Context: an optimization exercise on an open-source flow, tuned for a short achievable clock period and few clock cycles. The choices shown serve that exercise and are no tape-out recipe.
Function was checked by simulation only, so behaviour that the tests miss may differ from the original.
Power figures rest on the tool's default switching activity, not on a simulated workload.

==> flow/design.v (excerpt) <==
module RISCV_TOP(RST ,CLK, imem_addr, imem_rdata, dmem_addr, dmem_wdata, dmem_we, dmem_rdata);
input RST ,CLK;
output [31:0] imem_addr;
input  [31:0] imem_rdata;
output [31:0] dmem_addr;
output [31:0] dmem_wdata;
output        dmem_we;
input  [31:0] dmem_rdata;
integer i;
reg  [31:0] pc_f;             
reg  [31:0] ir_x, pc_x;       
reg         v_x;              
reg         hz_x;             
reg  [31:0] a_x, b_x;         
reg         f1_x, f2_x;       
reg  [31:1] wd_x, ldd_x;      
reg         jal_x, jalr_x, st_x, ld_x;
reg  [31:0] timm_x;           
reg         b_eq, b_ne, b_lt, b_ge, b_ltu, b_geu;    
reg         r_add, r_addi, r_sub, r_sll, r_slt, r_slti, r_sltu, r_sltiu;
reg         r_xor, r_sr, r_or, r_and, r_lui, r_auipc, r_link;
reg         sh_i, lg_i;       
reg  [31:0] ma_m, wd_m;       
reg         we_m;             
reg  [31:1] ld_m;             
reg  [31:1] wr_w;             
reg  [31:0] res_w;            
reg  [31:0] res_rf;           
reg  [31:0] rf [1:31];        
assign imem_addr  = pc_f;
assign dmem_addr  = ma_m;
assign dmem_wdata = wd_m;
assign dmem_we    = we_m;
reg [31:0] rf_nx [1:31];
always @(*) begin
	for (i = 1; i < 32; i = i + 1) begin
		if (wr_w[i])
			rf_nx[i] = res_rf;
		else if (ld_m[i])
			rf_nx[i] = dmem_rdata;
		else
			rf_nx[i] = rf[i];
	end
end
genvar gi;
generate
	for (gi = 1; gi < 32; gi = gi + 1) begin : g_rf
		always @(posedge CLK) begin
			rf[gi] <= rf_nx[gi];
		end
	end
endgenerate
wire [31:0] fi   = imem_rdata;
wire [6:0]  f_op = fi[6:0];
wire [2:0]  f_f3 = fi[14:12];
  ...
For scale: roughly 10000 cells after synthesis, about 1500 flip-flops, roughly 160 I/O pins.
clock: 15.0 ns
lec_check: 0
cap_margin: 40
cell_pad_in_sites_detail_placement: 1
cell_pad_in_sites_global_placement: 1
core_margin: 2
core_utilization: 40
gpl_routability_driven: 1
place_density: 0.5
slew_margin: 40
standard.sh (not shown) runs the stock make flow with config.mk's settings and CLKGATE_MAP_FILE= SYNTH_SCRIPT=/design/flow/synth_recipe.tcl, a recipe that flattens the netlist after the stock synthesis.
==> flow/flow/run.sh <==
#!/bin/bash
# Standard ORFS layout with two changes to how it is made:
#  - the timing repair steps (floorplan, CTS and global route) aim for a setup
#    slack well above zero, so the design is optimised for a shorter clock
#    period than the constraint's;
#  - the port buffers are buf_4 cells instead of the delay buffer that
#    buffer_ports picks by default (every port still gets its buffer).
# The SDC and every other setting are the standard flow's own. Each step logs to its own
# file here; ORFS's own logs are under orfs/logs.
set -euo pipefail
export SETUP_SLACK_MARGIN=${SETUP_SLACK_MARGIN:-10.6}
export BUFFER_PORTS_ARGS="-buffer_cell sky130_fd_sc_hd__buf_4"
bash standard.sh synth      > synth.log 2>&1
bash standard.sh floorplan  > floorplan.log 2>&1
bash standard.sh place      > place.log 2>&1
bash standard.sh cts        > cts.log 2>&1
bash standard.sh route      > route.log 2>&1
bash standard.sh finish     > finish.log 2>&1
test -f out/final.def
Testbench counts at the start, summed over its fixed seeds: cycles 54,783.
Then changed:
--- a/flow/design.v
+++ b/flow/design.v
@@ -423,25 +423,27 @@
 wire        eq_xw  = (a_x == res_w);
 wire        lt_xx  = ($signed(a_x) < $signed(b_x));
 wire        lt_wx  = ($signed(res_w) < $signed(b_x));
 wire        lt_xw  = ($signed(a_x) < $signed(res_w));
 wire        ltu_xx = (a_x < b_x);
 wire        ltu_wx = (res_w < b_x);
 wire        ltu_xw = (a_x < res_w);
 wire        eq     = f1_x ? (f2_x ? 1'b1 : eq_wx)  : (f2_x ? eq_xw  : eq_xx);
 wire        lt     = f1_x ? (f2_x ? 1'b0 : lt_wx)  : (f2_x ? lt_xw  : lt_xx);
 wire        ltu    = f1_x ? (f2_x ? 1'b0 : ltu_wx) : (f2_x ? ltu_xw : ltu_xx);
-wire        lti   = ($signed(a) < $signed(imm_i));
-wire        ltiu  = (a < imm_i);
-wire [4:0]  sh    = sh_i ? ir_x[24:20] : b[4:0];
-wire [31:0] sll   = a << sh;
-wire [31:0] sr    = a >> sh;
+wire        lti   = f1_x ? ($signed(res_w) < $signed(imm_i)) : ($signed(a_x) < $signed(imm_i));
+wire        ltiu  = f1_x ? (res_w < imm_i) : (a_x < imm_i);
+wire [4:0]  sh_x  = sh_i ? ir_x[24:20] : b_x[4:0];
+wire        sh_w  = ~sh_i & f2_x;
+wire [4:0]  rw_sh = res_w[4:0];
+wire [31:0] sll   = f1_x ? (sh_w ? res_w << rw_sh : res_w << sh_x) : (sh_w ? a_x << rw_sh : a_x << sh_x);
+wire [31:0] sr    = f1_x ? (sh_w ? res_w >> rw_sh : res_w >> sh_x) : (sh_w ? a_x >> rw_sh : a_x >> sh_x);
 wire [31:0] lb    = lg_i ? imm_i : b;
 wire [31:0] tgt   = pc_x + timm_x;
 wire [31:0] link  = pc_x + 32'd4;
 wire [31:0] wb =
 	  ({32{r_add}}   & add_r)
 	| ({32{r_addi}}  & add_i)
 	| ({32{r_sub}}   & sub_r)
 	| ({32{r_sll}}   & sll)
 	| ({32{r_sr}}    & sr)
 	| ({32{r_xor}}   & (a ^ lb))
@@ -509,16 +511,15 @@
 	r_xor   <= f_alu & (f_f3 == 3'b100);
 	r_sr    <= f_alu & (f_f3 == 3'b101);
 	r_or    <= f_alu & (f_f3 == 3'b110);
 	r_and   <= f_alu & (f_f3 == 3'b111);
 	r_lui   <= f_lui;
 	r_auipc <= f_auipc;
 	r_link  <= f_jal | f_jalr;
 	sh_i    <= f_opi;
 	lg_i    <= f_opi;
 	res_w   <= wb;
-	if (go)
-		res_rf <= wb;
+	res_rf  <= go ? wb : 32'd0;
 	ma_m    <= add_i;
 	wd_m    <= b;
 end
 endmodule
Effect: The changed run passed the timing, DRC and antenna checks; synthesized area goes up by 1.9%; clock-buffer cell count goes up by 3; via count goes up by about 3.4%; setup slack improved by 0.060 ns; first-iteration DRC count goes up by about 6.4%; routed wire length goes up by 2.3%; clock power goes up by about 2%; hold slack barely changes; core utilization stays flat; flip-flop and latch count stays the same; fmax goes up by 1.3%; sequential share of layout area goes down by 0.83 points.
Testbench counts after the change, summed over its fixed seeds: cycles 54,783.

## separate check: timing with driven ports
Ports are ideal in the flow. The routed layouts listed here were re-timed in OpenROAD. Step 1, drivers: a clkbuf_16 drives CLK and a buf_2 each remaining input, both assumed. Step 2 times the ports against the registers' clock, not the clock port: input delays grow and output delays shrink by t, the midpoint of the rising clock arrivals with the driver on. Slacks: no drivers / after step 1 / after step 2; pairs: no drivers / after step 1.
run | shift t [ns] | setup WS [ns] | pins driven straight from the clock port
the first run | 0.935 | 10.431 / 10.431 / 9.584 | 1
the second run | 0.948 | 10.491 / 10.441 / 9.571 | 1
After both steps setup and hold are still met in every run listed. The setup slack of the second run, which loses most, moves by -0.050 ns with the drivers and by -0.920 ns with both steps.
